Background: an optimization exercise with open tools, aiming at small area. Do not read the settings as production practice. The RTL was checked by simulation tests, not by an equivalence proof against the original design. Power and IR drop assume default switching activity.

==> v22: inputs <==
// XFabric
module XFabric (
    input logic clk
  , input logic rstn
  , input  logic           CPUm_req_vld
  , input  logic           CPUm_req_wr
  , input  logic [23:0] CPUm_req_adr
  , input  logic [3:0] CPUm_req_strb
  , input  logic [31:0] CPUm_req_dat
  , output logic           CPUm_req_gnt
  , output logic           CPUm_rsp_vld
  , output logic [31:0] CPUm_rsp_dat
  , input  logic           CPUm_rsp_gnt
  , input  logic           SCRm_req_vld
  , input  logic           SCRm_req_wr
  , input  logic [23:0] SCRm_req_adr
  , input  logic [3:0] SCRm_req_strb
  , input  logic [31:0] SCRm_req_dat
  , output logic           SCRm_req_gnt
  , output logic           SCRm_rsp_vld
  , output logic [31:0] SCRm_rsp_dat
  , input  logic           SCRm_rsp_gnt
  , input  logic           BRUm_req_vld
  , input  logic           BRUm_req_wr
  , input  logic [23:0] BRUm_req_adr
  , input  logic [1:0] BRUm_req_strb
  , input  logic [15:0] BRUm_req_dat
  , output logic           BRUm_req_gnt
  , output logic           BRUm_rsp_vld
  , output logic [15:0] BRUm_rsp_dat
  , input  logic           BRUm_rsp_gnt
  , output logic           CPUs_req_vld
  , output logic           CPUs_req_wr
  , output logic [15:0] CPUs_req_adr
  , output logic [1:0] CPUs_req_strb
  , output logic [15:0] CPUs_req_dat
  , input  logic      CPUs_req_gnt
  , input  logic      CPUs_rsp_vld
  , input  logic [15:0] CPUs_rsp_dat
  , output logic           CPUs_rsp_gnt
  , output logic           SCRs_req_vld
  , output logic           SCRs_req_wr
  , output logic [15:0] SCRs_req_adr
  , output logic [1:0] SCRs_req_strb
  , output logic [15:0] SCRs_req_dat
  , input  logic      SCRs_req_gnt
  , input  logic      SCRs_rsp_vld
  , input  logic [15:0] SCRs_rsp_dat
  , output logic           SCRs_rsp_gnt
  , output logic           KBDs_req_vld
  , output logic           KBDs_req_wr
  , output logic [15:0] KBDs_req_adr
  , output logic [0:0] KBDs_req_strb
  , output logic [7:0] KBDs_req_dat
  , input  logic      KBDs_req_gnt
  , input  logic      KBDs_rsp_vld
  , input  logic [7:0] KBDs_rsp_dat
  , output logic           KBDs_rsp_gnt
  , output logic           RAMs_req_vld
  , output logic           RAMs_req_wr
  , output logic [20:0] RAMs_req_adr
  , output logic [3:0] RAMs_req_strb
  , output logic [31:0] RAMs_req_dat
  , input  logic      RAMs_req_gnt
  , input  logic      RAMs_rsp_vld
  , input  logic [31:0] RAMs_rsp_dat
  , output logic           RAMs_rsp_gnt
  , output logic           ROMs_req_vld
  , output logic           ROMs_req_wr
  , output logic [14:0] ROMs_req_adr
  , output logic [1:0] ROMs_req_strb
  , output logic [15:0] ROMs_req_dat
  , input  logic      ROMs_req_gnt
  , input  logic      ROMs_rsp_vld
  , input  logic [15:0] ROMs_rsp_dat
  , output logic           ROMs_rsp_gnt
);
==> flow/config.mk <==
export PLATFORM = sky130hd
export DESIGN_NAME = XFabric
export DESIGN_NICKNAME = XFabric
export VERILOG_FILES = /design/flow/design.v
export SDC_FILE = /design/flow/constraint.sdc
export NUM_CORES = 4
export LEC_CHECK = 0
export CAP_MARGIN = 20
export CORE_MARGIN = 2
export CORE_UTILIZATION = 40
export SLEW_MARGIN = 20
==> flow/constraint.sdc <==
create_clock -name core_clock -period 6.0 [get_ports {clk}]
set_input_delay 1.2000 -clock core_clock [delete_from_list [all_inputs] [get_ports {clk}]]
set_output_delay 1.2000 -clock core_clock [all_outputs]
set_load 0.01 [all_outputs]
standard.sh (not shown) runs the stock make flow with config.mk's settings and CLKGATE_MAP_FILE= SYNTH_SCRIPT=/design/flow/synth_recipe.tcl, a recipe that flattens the netlist after the stock synthesis.
==> flow/flow/run.sh <==
#!/bin/bash
# Own layout flow: the standard ORFS flow, with two changes in how the layout is made:
#  - port buffers use the smallest buffer cell (sky130_fd_sc_hd__buf_1) instead of the
#    tool's default pick; every input and output port still gets its own buffer;
#  - clock tree synthesis does not add dummy loads, and clusters up to 30 sinks within
#    100 um under each clkbuf_16.
# Each tool's full output goes to the ORFS logs under orfs/logs and to flow_make.log here.
set -euo pipefail
export BUFFER_PORTS_ARGS="-buffer_cell sky130_fd_sc_hd__buf_1"
export CTS_ARGS="-sink_clustering_enable -repair_clock_nets -dont_use_dummy_load -sink_clustering_size 30 -sink_clustering_max_diameter 100 -buf_list sky130_fd_sc_hd__clkbuf_16"
bash standard.sh > flow_make.log 2>&1
==> v4: changes against v22 <==
--- a/flow/design.v
+++ b/flow/design.v
@@ -4,59 +4,55 @@
   , input  logic          in_vld
   , input  logic [W-1:0]  in_pld
   , output logic          in_gnt
   , output logic          hd_vld    
   , output logic [W-1:0]  hd_pld
   , input  logic          send
   , output logic [W-1:0]  fl_pld    
   , input  logic          rsp_we
-  , input  logic [DW-1:0] rsp_d     
-  , output logic          busy      
+  , input  logic [DW-1:0] rsp_d
   , input  logic          rsp_set   
   , output logic          rsp_vld
   , input  logic          rsp_gnt
 );
 logic [W-1:0] mem [0:3];
-logic [1:0]   wptr;
-logic [3:0]   rsel;     
+logic [1:0]   wptr, rptr;
 logic         full_n, empty_n, wait_rsp;
 logic         we_ok;
 assign in_gnt = full_n;
 assign we_ok  = in_vld & full_n;
-assign hd_pld = ({W{rsel[0]}} & mem[0]) | ({W{rsel[1]}} & mem[1]) |
-                ({W{rsel[2]}} & mem[2]) | ({W{rsel[3]}} & mem[3]);
+assign hd_pld = mem[rptr];
 assign hd_vld = empty_n & ~wait_rsp;
 always @(posedge clk)
   if (we_ok)
     mem[wptr] <= in_pld;
-assign busy = wait_rsp;
 always @(posedge clk) begin
   if (send)
-    fl_pld[W-1:DW] <= hd_pld[W-1:DW];
-  if (send | rsp_we)
-    fl_pld[DW-1:0] <= ({DW{send}} & hd_pld[DW-1:0]) | rsp_d;
+    fl_pld <= hd_pld;
+  else if (rsp_we)
+    fl_pld[DW-1:0] <= rsp_d;
 end
 always @(posedge clk or negedge rstn) begin
   if (~rstn) begin
     wptr     <= 2'd0;
-    rsel     <= 4'b0001;
+    rptr     <= 2'd0;
     full_n   <= 1'b1;
     empty_n  <= 1'b0;
     wait_rsp <= 1'b0;
     rsp_vld  <= 1'b0;
   end else begin
     if (we_ok) wptr <= wptr + 2'd1;
-    if (send)  rsel <= {rsel[2:0], rsel[3]};
+    if (send)  rptr <= rptr + 2'd1;
     if (we_ok & ~send) begin
       empty_n <= 1'b1;
-      full_n  <= ~rsel[wptr + 2'd1];
+      full_n  <= (wptr + 2'd1) != rptr;
     end else if (~we_ok & send) begin
       full_n  <= 1'b1;
-      empty_n <= ~rsel[wptr - 2'd1];
+      empty_n <= (rptr + 2'd1) != wptr;
     end
     if (send)
       wait_rsp <= 1'b1;
     else if (rsp_vld & rsp_gnt)
       wait_rsp <= 1'b0;
     rsp_vld <= rsp_vld ? ~rsp_gnt : rsp_set;
   end
 end
@@ -142,29 +138,28 @@
 logic [WC-1:0] c_hd, c_fl;
 logic [WS-1:0] s_hd, s_fl;
 logic [WB-1:0] b_hd, b_fl;
 logic          c_send, s_send, b_send;
 logic          c_rwe, s_rwe, b_rwe;
 logic [31:0]   c_rd, s_rd;
 logic [15:0]   b_rd;
 logic          c_rset, s_rset, b_rset;
-logic          c_busy, s_busy, b_busy;
 XMq #(.W(WC), .DW(32)) CPUm_q (.clk(clk), .rstn(rstn),
   .in_vld(CPUm_req_vld), .in_pld({CPUm_req_adr[22:0], CPUm_req_wr, CPUm_req_strb, CPUm_req_dat}),
   .in_gnt(CPUm_req_gnt), .hd_vld(c_hv), .hd_pld(c_hd), .send(c_send), .fl_pld(c_fl),
-  .rsp_we(c_rwe), .rsp_d(c_rd), .busy(c_busy), .rsp_set(c_rset), .rsp_vld(CPUm_rsp_vld), .rsp_gnt(CPUm_rsp_gnt));
+  .rsp_we(c_rwe), .rsp_d(c_rd), .rsp_set(c_rset), .rsp_vld(CPUm_rsp_vld), .rsp_gnt(CPUm_rsp_gnt));
 XMq #(.W(WS), .DW(32)) SCRm_q (.clk(clk), .rstn(rstn),
   .in_vld(SCRm_req_vld), .in_pld({SCRm_req_adr[20:0], SCRm_req_wr, SCRm_req_strb, SCRm_req_dat}),
   .in_gnt(SCRm_req_gnt), .hd_vld(s_hv), .hd_pld(s_hd), .send(s_send), .fl_pld(s_fl),
-  .rsp_we(s_rwe), .rsp_d(s_rd), .busy(s_busy), .rsp_set(s_rset), .rsp_vld(SCRm_rsp_vld), .rsp_gnt(SCRm_rsp_gnt));
+  .rsp_we(s_rwe), .rsp_d(s_rd), .rsp_set(s_rset), .rsp_vld(SCRm_rsp_vld), .rsp_gnt(SCRm_rsp_gnt));
 XMq #(.W(WB), .DW(16)) BRUm_q (.clk(clk), .rstn(rstn),
   .in_vld(BRUm_req_vld), .in_pld({BRUm_req_adr[23], BRUm_req_adr[21:0], BRUm_req_wr, BRUm_req_strb, BRUm_req_dat}),
   .in_gnt(BRUm_req_gnt), .hd_vld(b_hv), .hd_pld(b_hd), .send(b_send), .fl_pld(b_fl),
-  .rsp_we(b_rwe), .rsp_d(b_rd), .busy(b_busy), .rsp_set(b_rset), .rsp_vld(BRUm_rsp_vld), .rsp_gnt(BRUm_rsp_gnt));
+  .rsp_we(b_rwe), .rsp_d(b_rd), .rsp_set(b_rset), .rsp_vld(BRUm_rsp_vld), .rsp_gnt(BRUm_rsp_gnt));
 assign CPUm_rsp_dat = c_fl[31:0];
 assign SCRm_rsp_dat = s_fl[31:0];
 assign BRUm_rsp_dat = b_fl[15:0];
 logic [22:0] c_adr;  logic c_wr;  logic [3:0] c_strb;  logic [31:0] c_dat;
 logic [20:0] s_adr;  logic s_wr;  logic [3:0] s_strb;  logic [31:0] s_dat;
 logic [21:0] b_adr;  logic b_a23; logic b_wr; logic [1:0] b_strb; logic [15:0] b_dat;
 assign {c_adr, c_wr, c_strb, c_dat} = c_fl;
 assign {s_adr, s_wr, s_strb, s_dat} = s_fl;
@@ -202,21 +197,21 @@
 logic scr_rv, kbd_rv, cpu_rv, rom_rv;
 logic scr_tsv, kbd_tsv, cpu_tsv, rom_tsv, ram_tsv;
 logic scr_hs, kbd_hs, cpu_hs, rom_hs, ram_hs;
 assign scr_hs = SCRs_rsp_vld & ~scr_tsv;
 assign kbd_hs = KBDs_rsp_vld & ~kbd_tsv;
 assign cpu_hs = CPUs_rsp_vld & ~cpu_tsv;
 assign rom_hs = ROMs_rsp_vld & ~rom_tsv;
 assign ram_hs = RAMs_rsp_vld & ~ram_tsv;
-logic [2:0] rq0, rq1;    
-logic [1:0] iq0, iq1, rid;
+logic [1:0] rq0, rq1, iq0, iq1, rid;
 logic       rq_e, rq_f, iq_w, iq_r;
-logic [1:0] iq_hd;
+logic [1:0] ram_gid, iq_hd;
 assign ram_rdy = ~rq_f;
+assign ram_gid = {ram_gnt[2], ram_gnt[1]};
 assign iq_hd   = iq_r ? iq1 : iq0;
 logic ram_take;
 assign ram_take = rq_e & RAMs_req_gnt;
 always @(posedge clk or negedge rstn) begin
   if (~rstn) begin
     scr_rv  <= 1'b0; kbd_rv  <= 1'b0; cpu_rv  <= 1'b0; rom_rv  <= 1'b0;
     scr_tsv <= 1'b0; kbd_tsv <= 1'b0; cpu_tsv <= 1'b0; rom_tsv <= 1'b0; ram_tsv <= 1'b0;
     rq_e <= 1'b0; rq_f <= 1'b0; iq_w <= 1'b0; iq_r <= 1'b0;
@@ -238,54 +233,47 @@
       rq_e <= rq_f;
     end
     if (ram_take) iq_w <= ~iq_w;
     if (ram_hs)   iq_r <= ~iq_r;
   end
 end
 always @(posedge clk) begin
   if (ram_send & (~rq_e | (rq_e & ~rq_f & ram_take)))
-    rq0 <= ram_gnt;
+    rq0 <= ram_gid;
   else if (ram_take)
     rq0 <= rq1;
   if (ram_send & rq_e & ~ram_take)
-    rq1 <= ram_gnt;
-  if (ram_take & ~iq_w) iq0 <= rq0[2:1];
-  if (ram_take &  iq_w) iq1 <= rq0[2:1];
+    rq1 <= ram_gid;
+  if (ram_take & ~iq_w) iq0 <= rq0;
+  if (ram_take &  iq_w) iq1 <= rq0;
   if (ram_hs) rid <= iq_hd;
 end
 assign SCRs_rsp_gnt = ~scr_tsv;
 assign KBDs_rsp_gnt = ~kbd_tsv;
 assign CPUs_rsp_gnt = ~cpu_tsv;
 assign ROMs_rsp_gnt = ~rom_tsv;
 assign RAMs_rsp_gnt = ~ram_tsv;
 assign c_rset = scr_tsv | kbd_tsv | (ram_tsv & rid == 2'd0);
 assign s_rset = ram_tsv & rid == 2'd1;
 assign b_rset = cpu_tsv | rom_tsv | (ram_tsv & rid == 2'd2);
 assign c_rwe = scr_hs | kbd_hs | (ram_hs & iq_hd == 2'd0);
 assign s_rwe = ram_hs & iq_hd == 2'd1;
 assign b_rwe = cpu_hs | rom_hs | (ram_hs & iq_hd == 2'd2);
-logic c_sr, c_sh, c_sl;
-logic [3:0] c_sk;
-assign c_sr = c_busy & ~c_adr[22];
-assign c_sh = c_busy & c_adr[22] & ~c_adr[21] &  c_adr[1];
-assign c_sl = c_busy & c_adr[22] & ~c_adr[21] & ~c_adr[1];
-assign c_sk = {4{c_busy & c_adr[22] & c_adr[21]}} & (4'b0001 << c_adr[1:0]);
-assign c_rd = ({32{c_sr}} & RAMs_rsp_dat) |
-              {{16{c_sh}} & SCRs_rsp_dat, {16{c_sl}} & SCRs_rsp_dat} |
-              {{8{c_sk[3]}} & KBDs_rsp_dat, {8{c_sk[2]}} & KBDs_rsp_dat,
-               {8{c_sk[1]}} & KBDs_rsp_dat, {8{c_sk[0]}} & KBDs_rsp_dat};
-assign s_rd = {32{s_busy}} & RAMs_rsp_dat;
-logic b_sm, b_sc, b_sh, b_sl;
-assign b_sm = b_busy & b_a23;
-assign b_sc = b_busy & ~b_a23 & b_adr[21];
-assign b_sh = b_busy & ~b_a23 & ~b_adr[21] &  b_adr[1];
-assign b_sl = b_busy & ~b_a23 & ~b_adr[21] & ~b_adr[1];
-assign b_rd = ({16{b_sm}} & ROMs_rsp_dat) | ({16{b_sc}} & CPUs_rsp_dat) |
-              ({16{b_sh}} & RAMs_rsp_dat[31:16]) | ({16{b_sl}} & RAMs_rsp_dat[15:0]);
+always @(*) begin
+  if (~c_adr[22])
+    c_rd = RAMs_rsp_dat;
+  else if (~c_adr[21])
+    c_rd = c_adr[1] ? {SCRs_rsp_dat, 16'h0} : {16'h0, SCRs_rsp_dat};
+  else
+    c_rd = {24'h0, KBDs_rsp_dat} << {c_adr[1:0], 3'b000};
+end
+assign s_rd = RAMs_rsp_dat;
+assign b_rd = b_a23 ? ROMs_rsp_dat : b_adr[21] ? CPUs_rsp_dat :
+              b_adr[1] ? RAMs_rsp_dat[31:16] : RAMs_rsp_dat[15:0];
 assign SCRs_req_vld  = scr_rv;
 assign SCRs_req_wr   = c_wr;
 assign SCRs_req_adr  = c_adr[15:0];
 assign SCRs_req_strb = c_adr[1] ? c_strb[3:2] : c_strb[1:0];
 assign SCRs_req_dat  = c_adr[1] ? c_dat[31:16] : c_dat[15:0];
 assign KBDs_req_vld  = kbd_rv;
 assign KBDs_req_wr   = c_wr;
 assign KBDs_req_adr  = c_adr[15:0];
@@ -297,15 +285,27 @@
 assign CPUs_req_strb = b_strb;
 assign CPUs_req_dat  = b_dat;
 assign ROMs_req_vld  = rom_rv;
 assign ROMs_req_wr   = b_wr;
 assign ROMs_req_adr  = b_adr[14:0];
 assign ROMs_req_strb = b_strb;
 assign ROMs_req_dat  = b_dat;
 assign RAMs_req_vld  = rq_e;
-assign RAMs_req_wr   = (c_wr & rq0[0]) | (s_wr & rq0[1]) | (b_wr & rq0[2]);
-assign RAMs_req_adr  = ({21{rq0[0]}} & c_adr[20:0]) | ({21{rq0[1]}} & s_adr) | ({21{rq0[2]}} & b_adr[20:0]);
-assign RAMs_req_strb = ({4{rq0[0]}} & c_strb) | ({4{rq0[1]}} & s_strb) |
-                       {{2{rq0[2] & b_adr[1]}} & b_strb, {2{rq0[2] & ~b_adr[1]}} & b_strb};
-assign RAMs_req_dat  = ({32{rq0[0]}} & c_dat) | ({32{rq0[1]}} & s_dat) |
-                       {{16{rq0[2] & b_adr[1]}} & b_dat, {16{rq0[2] & ~b_adr[1]}} & b_dat};
+always @(*) begin
+  if (rq0[1]) begin
+    RAMs_req_wr   = b_wr;
+    RAMs_req_adr  = b_adr[20:0];
+    RAMs_req_strb = b_adr[1] ? {b_strb, 2'b00} : {2'b00, b_strb};
+    RAMs_req_dat  = b_adr[1] ? {b_dat, 16'h0} : {16'h0, b_dat};
+  end else if (rq0[0]) begin
+    RAMs_req_wr   = s_wr;
+    RAMs_req_adr  = s_adr;
+    RAMs_req_strb = s_strb;
+    RAMs_req_dat  = s_dat;
+  end else begin
+    RAMs_req_wr   = c_wr;
+    RAMs_req_adr  = c_adr[20:0];
+    RAMs_req_strb = c_strb;
+    RAMs_req_dat  = c_dat;
+  end
+end
 endmodule
==> flow/run.sh (new file) <==
#!/bin/bash
# synth_recipe.tcl (not shown) runs the flow's synth.tcl, then flattens the netlist and writes it again
# the make line also repeats each setting of config.mk as NAME=value (left out here)
make -C /OpenROAD-flow-scripts/flow DESIGN_CONFIG=/design/flow/config.mk WORK_HOME=/design/flow/orfs CLKGATE_MAP_FILE= SYNTH_SCRIPT=/design/flow/synth_recipe.tcl finish
removed: flow/flow/run.sh
removed: flow/standard.sh
==> v13: changes against v22 <==
--- a/flow/design.v
+++ b/flow/design.v
@@ -24,22 +24,27 @@
 assign we_ok  = in_vld & full_n;
 assign hd_pld = ({W{rsel[0]}} & mem[0]) | ({W{rsel[1]}} & mem[1]) |
                 ({W{rsel[2]}} & mem[2]) | ({W{rsel[3]}} & mem[3]);
 assign hd_vld = empty_n & ~wait_rsp;
 always @(posedge clk)
   if (we_ok)
     mem[wptr] <= in_pld;
 assign busy = wait_rsp;
-always @(posedge clk) begin
-  if (send)
-    fl_pld[W-1:DW] <= hd_pld[W-1:DW];
-  if (send | rsp_we)
-    fl_pld[DW-1:0] <= ({DW{send}} & hd_pld[DW-1:0]) | rsp_d;
-end
+logic [W-1:0] fl_nxt;
+logic [3:0]   ssel;
+logic         hold_a, hold_d;
+assign ssel   = {4{send}} & rsel;
+assign hold_a = ~send;
+assign hold_d = ~(send | rsp_we);
+assign fl_nxt = ({W{ssel[0]}} & mem[0]) | ({W{ssel[1]}} & mem[1]) |
+                ({W{ssel[2]}} & mem[2]) | ({W{ssel[3]}} & mem[3]) |
+                {{(W-DW){hold_a}} & fl_pld[W-1:DW], ({DW{hold_d}} & fl_pld[DW-1:0]) | rsp_d};
+always @(posedge clk)
+  fl_pld <= fl_nxt;
 always @(posedge clk or negedge rstn) begin
   if (~rstn) begin
     wptr     <= 2'd0;
     rsel     <= 4'b0001;
     full_n   <= 1'b1;
     empty_n  <= 1'b0;
     wait_rsp <= 1'b0;
     rsp_vld  <= 1'b0;
@@ -260,30 +265,30 @@
 assign c_rset = scr_tsv | kbd_tsv | (ram_tsv & rid == 2'd0);
 assign s_rset = ram_tsv & rid == 2'd1;
 assign b_rset = cpu_tsv | rom_tsv | (ram_tsv & rid == 2'd2);
 assign c_rwe = scr_hs | kbd_hs | (ram_hs & iq_hd == 2'd0);
 assign s_rwe = ram_hs & iq_hd == 2'd1;
 assign b_rwe = cpu_hs | rom_hs | (ram_hs & iq_hd == 2'd2);
 logic c_sr, c_sh, c_sl;
 logic [3:0] c_sk;
-assign c_sr = c_busy & ~c_adr[22];
-assign c_sh = c_busy & c_adr[22] & ~c_adr[21] &  c_adr[1];
-assign c_sl = c_busy & c_adr[22] & ~c_adr[21] & ~c_adr[1];
-assign c_sk = {4{c_busy & c_adr[22] & c_adr[21]}} & (4'b0001 << c_adr[1:0]);
+assign c_sr = c_rwe & ~c_adr[22];
+assign c_sh = c_rwe & c_adr[22] & ~c_adr[21] &  c_adr[1];
+assign c_sl = c_rwe & c_adr[22] & ~c_adr[21] & ~c_adr[1];
+assign c_sk = {4{c_rwe & c_adr[22] & c_adr[21]}} & (4'b0001 << c_adr[1:0]);
 assign c_rd = ({32{c_sr}} & RAMs_rsp_dat) |
               {{16{c_sh}} & SCRs_rsp_dat, {16{c_sl}} & SCRs_rsp_dat} |
               {{8{c_sk[3]}} & KBDs_rsp_dat, {8{c_sk[2]}} & KBDs_rsp_dat,
                {8{c_sk[1]}} & KBDs_rsp_dat, {8{c_sk[0]}} & KBDs_rsp_dat};
-assign s_rd = {32{s_busy}} & RAMs_rsp_dat;
+assign s_rd = {32{s_rwe}} & RAMs_rsp_dat;
 logic b_sm, b_sc, b_sh, b_sl;
-assign b_sm = b_busy & b_a23;
-assign b_sc = b_busy & ~b_a23 & b_adr[21];
-assign b_sh = b_busy & ~b_a23 & ~b_adr[21] &  b_adr[1];
-assign b_sl = b_busy & ~b_a23 & ~b_adr[21] & ~b_adr[1];
+assign b_sm = b_rwe & b_a23;
+assign b_sc = b_rwe & ~b_a23 & b_adr[21];
+assign b_sh = b_rwe & ~b_a23 & ~b_adr[21] &  b_adr[1];
+assign b_sl = b_rwe & ~b_a23 & ~b_adr[21] & ~b_adr[1];
 assign b_rd = ({16{b_sm}} & ROMs_rsp_dat) | ({16{b_sc}} & CPUs_rsp_dat) |
               ({16{b_sh}} & RAMs_rsp_dat[31:16]) | ({16{b_sl}} & RAMs_rsp_dat[15:0]);
 assign SCRs_req_vld  = scr_rv;
 assign SCRs_req_wr   = c_wr;
 assign SCRs_req_adr  = c_adr[15:0];
 assign SCRs_req_strb = c_adr[1] ? c_strb[3:2] : c_strb[1:0];
 assign SCRs_req_dat  = c_adr[1] ? c_dat[31:16] : c_dat[15:0];
 assign KBDs_req_vld  = kbd_rv;
==> flow/flow/run.sh (replaced) <==
#!/bin/bash
# Own layout flow: the standard ORFS flow (standard.sh), with these changes in how the
# layout is made:
#  - synthesis: the standard flow's synthesis script unchanged, except that Yosys's abc step maps the
#    combinational logic with Yosys's default ABC script instead of ORFS's speed script.
#    Flip-flops are mapped by dfflibmap before abc, so the registers (names, count, cell
#    types) are exactly those of the standard synthesis; fsm/share stay off, the design is
#    flattened and renamed by synth_recipe.tcl as before.
#  - port buffers use the smallest buffer cell (sky130_fd_sc_hd__buf_1) instead of the
#    tool's default pick; every input and output port still gets its own buffer;
#  - clock tree synthesis adds no dummy loads, and clusters up to 24 sinks within 80 um
#    under each clkbuf_16.
# Each tool's full output goes to the ORFS logs under orfs/logs; make's output goes to
# flow_make.log here.
set -euo pipefail
W=$(pwd)
cat > "$W/own_synth.tcl" <<EOS
proc abc {args} {
  set i [lsearch -exact \$args -script]
  if { \$i >= 0 } { set args [lreplace \$args \$i [expr {\$i + 1}]] }
  yosys abc {*}\$args
}
source {$W/synth_recipe.tcl}
EOS
sed "s|SYNTH_SCRIPT=[^ ]*|SYNTH_SCRIPT=$W/own_synth.tcl|" standard.sh > own_standard.sh
if ! grep -q "SYNTH_SCRIPT=$W/own_synth.tcl " own_standard.sh; then
  echo "could not point standard.sh at own_synth.tcl; using standard.sh as is" > own_flow_note.log
  cp standard.sh own_standard.sh
fi
export BUFFER_PORTS_ARGS="-buffer_cell sky130_fd_sc_hd__buf_1"
export CTS_ARGS="-sink_clustering_enable -repair_clock_nets -dont_use_dummy_load -sink_clustering_size 24 -sink_clustering_max_diameter 80 -buf_list sky130_fd_sc_hd__clkbuf_16"
bash own_standard.sh > flow_make.log 2>&1
==> comparison <==
- Of v22 and v13, v22 has the higher non-clock buffer count (gap 1).
- In v4 the synthesized cell count is lower than in v13, by 8.8%.
- Via count, lowest first: v4, v22, v13.
- Cell count, highest first: v4, v22, v13.
- The highest sequential share of layout area belongs to v22, the lowest to v4.
- In v13 the clock skew is higher than in v4, by 0.013 ns.
- The lowest worst setup slack belongs to v4, the highest to v22.
- The combinational power of v4 is 3.0 times that of v13.
- v22 completed with no timing, DRC or antenna violations. v13 completed with no timing, DRC or antenna violations. v4 finished with timing, DRC and antenna clean.
- Sequential power: v4 is higher than v13 (about 20%).
==> figures <==
metric                                                                                  v22                         v13                          v4
Logic gate share of total power                                                       0.260                       0.213                       0.367
Synthesized instance count                                                             2088                        2125                        1937
Floorplan die height                                                                 295 µm                      289 µm                      301 µm
Hold slack final                                                                   0.497 ns                    0.437 ns                    0.472 ns
Number of rows in the core area                                                         106                         104                         108
Sequential power                                                                    9.38 mW                     8.28 mW                     9.99 mW
Final net count                                                                        2704                        2745                        2629
Wire length of the first global-routing pass                                         154 mm                      151 mm                      144 mm
Largest net degree at the start of global routing                                        64                          59                          63
Worst path buffer plus inverter count                                                     4                           3                           3
Routability congestion estimate                                                       0.864                       0.928                       0.897
CTS buffer count                                                                         36                          46                          91
P&R area growth vs syn                                                                8.87%                       9.60%                       24.9%
Number of different library cells in the post-synthesis netlist                          60                          52                          46
Seq_cells                                                                               857                         857                         849
Proportion of netlist area held by the largest area contributor                       0.719                       0.601                       0.689
Tap cells                                                                              1134                        1060                        1155
Diode insertion count for antenna repair                                                 14                          12                          17
Worst R2R Start                                                  BRUm_q.rsel[0]$_DFFE_PN1P_  CPUm_q.rsel[1]$_DFFE_PN0P_  CPUm_q.rptr[0]$_DFFE_PN0P_
Status                                                              complete, no violations     complete, no violations     complete, no violations

## separate check: timing with driven ports
Ports are ideal in the flow. The routed layouts listed here were re-timed in OpenROAD.
Step 1 (the two cells are an assumption about what drives the block):
set clk [get_ports {clk}]
set_driving_cell -lib_cell sky130_fd_sc_hd__clkbuf_16 $clk
set_driving_cell -lib_cell sky130_fd_sc_hd__buf_2 [delete_from_list [all_inputs] $clk]
Step 2 adds t to the input delays and takes it off the output delays; t is the mean of the earliest and latest rising clock arrival at the registers after step 1. Input paths then give back, and output paths get back, about the clock's delay inside the block.
Three values: ideal, step 1, step 2; two values: the first two.
run	t, ns	setup WS [ns]	worst hold slack (ns)	worst register clock-pin slew, ns	worst slew at a driven data input, ns
v22	0.645	1.981 / 1.915 / 2.396	0.497 / 0.497 / 0.497	0.12 / 0.12	0.17
v4	0.689	1.333 / 1.272 / 1.961	0.472 / 0.472 / 0.472	0.06 / 0.06	0.13
v13	0.654	1.934 / 1.867 / 1.949	0.437 / 0.437 / 0.437	0.10 / 0.10	0.15
After both steps every run listed still meets setup and hold.
